This is an optimization exercise on Yosys and OpenROAD, whose aim is small area and a short achievable clock period, not a production implementation. At most, simulation tests tie the RTL to the original design; equivalence was not proved. No activity file was given, so power comes from the tool's default toggle rates.

==> inputs of 04-22 <==
==> flow/design.v (excerpt) <==
module top(data_in,clk,interrupt,reset,data_out,
           pm_addr,pm_rdata,dm_en,dm_we,dm_addr,dm_wdata,dm_rdata);
Settings: LEC_CHECK=0, CAP_MARGIN=20, CORE_MARGIN=2, CORE_UTILIZATION=40, SLEW_MARGIN=20; clock period 25.0 ns.
run.sh (not shown) runs the stock make flow with config.mk's settings and CLKGATE_MAP_FILE= SYNTH_SCRIPT=/design/flow/synth_recipe.tcl, a recipe that flattens the netlist after the stock synthesis.
==> inputs of 03-11, as changes to 04-22 <==
--- a/flow/design.v
+++ b/flow/design.v
@@ -1043,20 +1043,33 @@
   byB    <= ~reset | (RB == RW_dm);
 end
 reg  [15:0] ans_ex, Ex_out, ans_wb;
 wire [15:0] ans_dm = mem_mux_sel_dm ? dm_rdata : Ex_out;
 reg  [15:0] rf [1:31];
+wire [15:0] rf_wd = ans_dm & {16{reset}};
 integer k;
 always @(posedge clk) begin
-  if (!reset) begin
-    for (k = 1; k < 32; k = k + 1) rf[k] <= 16'd0;
-  end else if (RW_dm != 5'd0) begin
-    rf[RW_dm] <= ans_dm;
-  end
+  for (k = 1; k < 32; k = k + 1)
+    if (!reset || RW_dm == k) rf[k] <= rf_wd;
 end
-wire [15:0] AR = byA ? ans_wb : (RA_q == 5'd0) ? 16'd8 : rf[RA_q];
-wire [15:0] BR = byB ? ans_wb : (RB_q == 5'd0) ? 16'd8 : rf[RB_q];
+function [15:0] rf_rd(input [4:0] a);
+  reg [15:0] m [0:7];
+  integer i;
+  begin
+    for (i = 0; i < 8; i = i + 1) begin
+      case (a[1:0])
+        2'd0:    m[i] = (i == 0) ? 16'd8 : rf[4*i];
+        2'd1:    m[i] = rf[4*i+1];
+        2'd2:    m[i] = rf[4*i+2];
+        default: m[i] = rf[4*i+3];
+      endcase
+    end
+    rf_rd = m[a[4:2]];
+  end
+endfunction
+wire [15:0] AR = byA ? ans_wb : rf_rd(RA_q);
+wire [15:0] BR = byB ? ans_wb : rf_rd(RB_q);
 wire [15:0] A_e = ({16{sA_ex}} & ans_ex) | ({16{sA_exo}} & Ex_out) |
                   ({16{sA_wb}} & ans_wb) | ({16{sA_bk}} & AR);
 wire [15:0] B_e = ({16{sB_ex}} & ans_ex) | ({16{sB_exo}} & Ex_out) |
                   ({16{sB_wb}} & ans_wb) | ({16{sB_bk}} & BR) | ({16{imm_sel}} & imm);
 wire [15:0] A = sA_rd ? dm_rdata : A_e;
@@ -1074,13 +1087,16 @@
   integer i;
   for (i = 0; i < 16; i = i + 1) rev16[i] = x[15-i];
 endfunction
 wire [15:0] sh_in  = sh_l ? rev16(A) : A;
 wire        sh_f   = sh_a & A[15];
-wire [31:0] sh_ext = {{16{sh_f}}, sh_in} >> shn;
-wire [15:0] sh_r   = sh_ext[15:0];
-wire [15:0] sh_out = (sh_big & ~sh_a) ? 16'd0 : (sh_l ? rev16(sh_r) : sh_r);
+wire [15:0] st1    = shn[0] ? {sh_f, sh_in[15:1]} : sh_in;
+wire [15:0] st2    = shn[1] ? {{2{sh_f}}, st1[15:2]} : st1;
+wire [15:0] st3    = shn[2] ? {{4{sh_f}}, st2[15:4]} : st2;
+wire [15:0] st4    = shn[3] ? {{8{sh_f}}, st3[15:8]} : st3;
+wire [15:0] sh_r   = st4 & {16{~(sh_big & ~sh_a)}};	 
+wire [15:0] sh_out = sh_l ? rev16(sh_r) : sh_r;
 wire [15:0] mul_lo;
 wire        mul_hnz;
 wallace_16bit w1(A, B, mul_lo, mul_hnz);
 reg [15:0] ans_tmp;
 always @(*) begin
@@ -1096,83 +1112,44 @@
     6'b011001, 6'b011010, 6'b011011: ans_tmp = sh_out;
     6'b111111: ans_tmp = mul_lo;
     default:   ans_tmp = ans_ex;
   endcase
 end
-wire [15:0] zx = A, zy = Bx;
-wire        z_add = (~((zx[0] ^ zy[0]) ^ sub)) &
-                    (&(~((zx[14:0] | zy[14:0]) ^ (zx[15:1] ^ zy[15:1]))));
-wire [16:0] za, zb;	 
-genvar gi;
-generate for (gi = 0; gi <= 16; gi = gi + 1) begin : g_tz
-  if (gi == 0) begin
-    assign za[gi] = 1'b1;
-    assign zb[gi] = 1'b1;
-  end else begin
-    assign za[gi] = (A[gi-1:0] == 0);
-    assign zb[gi] = (B[gi-1:0] == 0);
-  end
-end endgenerate
-wire [16:0] zab;
-generate for (gi = 0; gi <= 16; gi = gi + 1) begin : g_tzab
-  assign zab[gi] = za[gi] & zb[16-gi];
-end endgenerate
-wire        z_mul = |zab;
-wire [15:0] mask_r = 16'hffff << shn;	 
-wire [15:0] mask_l = 16'hffff >> shn;	 
-wire        z_shr = ((A & mask_r) == 16'd0);
-wire        z_shl = ((A & mask_l) == 16'd0);
-reg zero;
-always @(*) begin
-  case (op_dec)
-    6'b000000, 6'b000001, 6'b001000, 6'b001001: zero = z_add;
-    6'b000010, 6'b001010: zero = (B == 16'd0);
-    6'b000100, 6'b001100: zero = ((A & B) == 16'd0);
-    6'b000101, 6'b001101: zero = ((A | B) == 16'd0);
-    6'b000110, 6'b001110: zero = (A == B);
-    6'b000111, 6'b001111: zero = (B == 16'hffff);
-    6'b010100, 6'b010101: zero = (A == 16'd0);
-    6'b010110: zero = (data_in == 16'd0);
-    6'b011001: zero = sh_big | z_shl;
-    6'b011010: zero = sh_big | z_shr;
-    6'b011011: zero = z_shr;
-    6'b111111: zero = z_mul;
-    default:   zero = (ans_ex == 16'd0);
-  endcase
-end
 wire addsub = (op_dec[5:4] == 2'b00) & (op_dec[2:1] == 2'b00);
 wire ovf = addsub ? ovf_add : (op_dec == 6'b111111) ? mul_hnz : 1'b0;
-wire [1:0] flag_ex = {zero, ovf};
+wire [1:0] flag_ex = {ans_tmp == 16'd0, ovf};
 reg [15:0] DM_data, data_out;
 always @(posedge clk) begin
   ans_ex   <= reset ? ans_tmp : 16'd0;
   data_out <= reset ? ((op_dec == 6'b010111) ? A : data_out) : 16'd0;
   DM_data  <= B;	 
   Ex_out   <= reset ? ans_ex : 16'd0;
   ans_wb   <= reset ? ans_dm : 16'd0;
 end
 reg         jsel;
 reg  [15:0] cat;		 
-reg  [15:0] hold_address, next_address;
+reg  [15:0] hold_address;
+reg         run;		 
 wire j_v   = (op == 6'b011100);
 wire j_nv  = (op == 6'b011101);
 wire j_z   = (op == 6'b011110);
 wire j_nz  = (op == 6'b011111);
 wire j_mp  = (op == 6'b011000);
 wire j_ret = (op == 6'b010000);
 wire j_unc = j_mp | j_ret | jsel;
 wire taken = j_unc | (j_v & flag_ex[0]) | (j_nv & ~flag_ex[0]) |
              (j_z & flag_ex[1]) | (j_nz & ~flag_ex[1]);
 wire [15:0] jmp_loc = j_ret ? cat : (jsel ? 16'hf000 : ins[15:0]);
+wire [15:0] next_address = run ? hold_address + 16'd1 : 16'd0;
 wire [15:0] CAJ     = stall ? hold_address : next_address;
 assign pm_addr = reset ? (taken ? jmp_loc : CAJ) : 16'd0;
 wire [15:0] pc_inc = pm_addr + 16'd1;
 always @(posedge clk) begin
   jsel         <= reset & interrupt;
   cat          <= reset ? (interrupt ? pc_inc : cat) : 16'd0;
   hold_address <= pm_addr;
-  next_address <= reset ? pc_inc : 16'd0;
+  run          <= reset;
   ins_prv      <= ins;
 end
 assign dm_en    = mem_en_ex;
 assign dm_we    = mem_rw_ex;
 assign dm_addr  = ans_ex;
==> flow/flow/run.sh (new file) <==
#!/bin/bash
# Own layout flow: the standard ORFS flow (standard synthesis unchanged),
# with port buffers of a faster cell, a clock tree of mid-size buffers
# without dummy loads, and a setup-repair margin so that repair_timing
# works below the clock period. Each step's log is in orfs/logs/.
set -euo pipefail
cd "$(dirname "$0")/.."
bash standard.sh \
  "BUFFER_PORTS_ARGS=-buffer_cell sky130_fd_sc_hd__buf_2" \
  "CTS_ARGS=-sink_clustering_enable -repair_clock_nets -buf_list sky130_fd_sc_hd__clkbuf_8 -sink_clustering_size 24 -dont_use_dummy_load" \
  "SETUP_SLACK_MARGIN=12" \
  finish > make_standard.log 2>&1
==> flow/standard.sh (new file) <==
#!/bin/bash
# synth_recipe.tcl (not shown) runs the flow's synth.tcl, then flattens the netlist and writes it again
# the make line also repeats each setting of config.mk as NAME=value (left out here)
make -C /OpenROAD-flow-scripts/flow DESIGN_CONFIG=/design/flow/config.mk WORK_HOME=/design/flow/orfs CLKGATE_MAP_FILE= SYNTH_SCRIPT=/design/flow/synth_recipe.tcl "${@:-finish}"
removed: flow/run.sh
==> inputs of 08-25, as changes to 04-22 <==
--- a/flow/design.v
+++ b/flow/design.v
@@ -1043,20 +1043,33 @@
   byB    <= ~reset | (RB == RW_dm);
 end
 reg  [15:0] ans_ex, Ex_out, ans_wb;
 wire [15:0] ans_dm = mem_mux_sel_dm ? dm_rdata : Ex_out;
 reg  [15:0] rf [1:31];
+wire [15:0] rf_wd = ans_dm & {16{reset}};
 integer k;
 always @(posedge clk) begin
-  if (!reset) begin
-    for (k = 1; k < 32; k = k + 1) rf[k] <= 16'd0;
-  end else if (RW_dm != 5'd0) begin
-    rf[RW_dm] <= ans_dm;
-  end
+  for (k = 1; k < 32; k = k + 1)
+    if (!reset || RW_dm == k) rf[k] <= rf_wd;
 end
-wire [15:0] AR = byA ? ans_wb : (RA_q == 5'd0) ? 16'd8 : rf[RA_q];
-wire [15:0] BR = byB ? ans_wb : (RB_q == 5'd0) ? 16'd8 : rf[RB_q];
+function [15:0] rf_rd(input [4:0] a);
+  reg [15:0] m [0:7];
+  integer i;
+  begin
+    for (i = 0; i < 8; i = i + 1) begin
+      case (a[1:0])
+        2'd0:    m[i] = (i == 0) ? 16'd8 : rf[4*i];
+        2'd1:    m[i] = rf[4*i+1];
+        2'd2:    m[i] = rf[4*i+2];
+        default: m[i] = rf[4*i+3];
+      endcase
+    end
+    rf_rd = m[a[4:2]];
+  end
+endfunction
+wire [15:0] AR = byA ? ans_wb : rf_rd(RA_q);
+wire [15:0] BR = byB ? ans_wb : rf_rd(RB_q);
 wire [15:0] A_e = ({16{sA_ex}} & ans_ex) | ({16{sA_exo}} & Ex_out) |
                   ({16{sA_wb}} & ans_wb) | ({16{sA_bk}} & AR);
 wire [15:0] B_e = ({16{sB_ex}} & ans_ex) | ({16{sB_exo}} & Ex_out) |
                   ({16{sB_wb}} & ans_wb) | ({16{sB_bk}} & BR) | ({16{imm_sel}} & imm);
 wire [15:0] A = sA_rd ? dm_rdata : A_e;
@@ -1096,54 +1109,13 @@
     6'b011001, 6'b011010, 6'b011011: ans_tmp = sh_out;
     6'b111111: ans_tmp = mul_lo;
     default:   ans_tmp = ans_ex;
   endcase
 end
-wire [15:0] zx = A, zy = Bx;
-wire        z_add = (~((zx[0] ^ zy[0]) ^ sub)) &
-                    (&(~((zx[14:0] | zy[14:0]) ^ (zx[15:1] ^ zy[15:1]))));
-wire [16:0] za, zb;	 
-genvar gi;
-generate for (gi = 0; gi <= 16; gi = gi + 1) begin : g_tz
-  if (gi == 0) begin
-    assign za[gi] = 1'b1;
-    assign zb[gi] = 1'b1;
-  end else begin
-    assign za[gi] = (A[gi-1:0] == 0);
-    assign zb[gi] = (B[gi-1:0] == 0);
-  end
-end endgenerate
-wire [16:0] zab;
-generate for (gi = 0; gi <= 16; gi = gi + 1) begin : g_tzab
-  assign zab[gi] = za[gi] & zb[16-gi];
-end endgenerate
-wire        z_mul = |zab;
-wire [15:0] mask_r = 16'hffff << shn;	 
-wire [15:0] mask_l = 16'hffff >> shn;	 
-wire        z_shr = ((A & mask_r) == 16'd0);
-wire        z_shl = ((A & mask_l) == 16'd0);
-reg zero;
-always @(*) begin
-  case (op_dec)
-    6'b000000, 6'b000001, 6'b001000, 6'b001001: zero = z_add;
-    6'b000010, 6'b001010: zero = (B == 16'd0);
-    6'b000100, 6'b001100: zero = ((A & B) == 16'd0);
-    6'b000101, 6'b001101: zero = ((A | B) == 16'd0);
-    6'b000110, 6'b001110: zero = (A == B);
-    6'b000111, 6'b001111: zero = (B == 16'hffff);
-    6'b010100, 6'b010101: zero = (A == 16'd0);
-    6'b010110: zero = (data_in == 16'd0);
-    6'b011001: zero = sh_big | z_shl;
-    6'b011010: zero = sh_big | z_shr;
-    6'b011011: zero = z_shr;
-    6'b111111: zero = z_mul;
-    default:   zero = (ans_ex == 16'd0);
-  endcase
-end
 wire addsub = (op_dec[5:4] == 2'b00) & (op_dec[2:1] == 2'b00);
 wire ovf = addsub ? ovf_add : (op_dec == 6'b111111) ? mul_hnz : 1'b0;
-wire [1:0] flag_ex = {zero, ovf};
+wire [1:0] flag_ex = {ans_tmp == 16'd0, ovf};
 reg [15:0] DM_data, data_out;
 always @(posedge clk) begin
   ans_ex   <= reset ? ans_tmp : 16'd0;
   data_out <= reset ? ((op_dec == 6'b010111) ? A : data_out) : 16'd0;
   DM_data  <= B;	 
==> flow/flow/run.sh (new file) <==
#!/bin/bash
# Own layout flow: the standard ORFS flow (standard synthesis unchanged),
# with port buffers of a faster cell, smaller clock-tree buffers and a
# setup-repair margin, so that repair_timing works below the clock period.
set -euo pipefail
cd "$(dirname "$0")/.."
bash standard.sh \
  "BUFFER_PORTS_ARGS=-buffer_cell sky130_fd_sc_hd__buf_2" \
  "CTS_BUF_LIST=sky130_fd_sc_hd__clkbuf_8" \
  "SETUP_SLACK_MARGIN=9" \
  finish > make_standard.log 2>&1
==> flow/standard.sh (new file) <==
#!/bin/bash
# synth_recipe.tcl (not shown) runs the flow's synth.tcl, then flattens the netlist and writes it again
# the make line also repeats each setting of config.mk as NAME=value (left out here)
make -C /OpenROAD-flow-scripts/flow DESIGN_CONFIG=/design/flow/config.mk WORK_HOME=/design/flow/orfs CLKGATE_MAP_FILE= SYNTH_SCRIPT=/design/flow/synth_recipe.tcl "${@:-finish}"
removed: flow/run.sh
==> notes <==
Total power, highest first: 04-22, 08-25, 03-11. Of 03-11 and 08-25, 08-25 has the higher combinational power (gap about 9%, measured against 08-25). Via count, highest first: 04-22, 08-25, 03-11. Of 08-25 and 03-11, 08-25 has the higher non-clock buffer count (gap 42). Maximum frequency, highest first: 08-25, 03-11, 04-22.
==> figures <==
item                                                                             08-25                    04-22                      03-11
HP Start                                                                           sq1                      sq1                        sq2
Top cell type's share of synthesized area                                        0.329                    0.317                      0.337
Register-to-Register Setup Slack                                              13190 ps                 11510 ps                   12580 ps
Maximum net fanout on the critical path                                              7                       39                         16
Status                                                        timing/DRC/antenna clean  timing/DRC/antenna clean   timing/DRC/antenna clean
Synthesized-area fraction occupied by and/or/nand/nor cells                      0.126                    0.143                      0.122
Bufs and invs on worst path                                                         10                        4                          7
Met1 Wirelength                                                                68.4 mm                  72.5 mm                    67.5 mm
Most common cell after layout, fill and taps aside           sky130_fd_sc_hd__edfxtp_1  sky130_fd_sc_hd__nor2_1  sky130_fd_sc_hd__edfxtp_1
Max FFs per register                                                               496                      512                        496
HPWL after detailed placement                                                   120 mm                   132 mm                     118 mm
The RTL of 04-22 and 08-25 was laid out without a check of its function.

-- afterwards: timing with drivers on the ports --
No port has a modelled driver above. Below, the same layouts with a new extraction and two added sets of constraints. Step 1 assumes that a clkbuf_16 drives the clock port and a buf_2 every other input. Step 2 also shifts input and output timing later by t, the mid clock arrival at the registers, as if the neighbouring blocks saw the same clock. a / b / c = no drivers / after step 1 / after step 2; a / b = the first two.
run	t (ns)	slack for setup (ns)	hold slack, ns	latest minus earliest clock arrival (ns)	slew at the worst register clock pin (ns)
04-22	0.735	5.344 / 5.261 / 5.261	0.416 / 0.416 / 0.416	0.059 / 0.058	0.07 / 0.07
03-11	0.804	7.915 / 7.823 / 7.823	0.416 / 0.416 / 0.416	0.134 / 0.134	0.07 / 0.07
08-25	0.869	8.080 / 7.957 / 7.957	0.411 / 0.411 / 0.411	0.107 / 0.107	0.08 / 0.08
After both steps every run listed still meets setup and hold. The setup slack of 08-25, which loses most, moves by -0.123 ns with the drivers and by -0.123 ns with both steps.
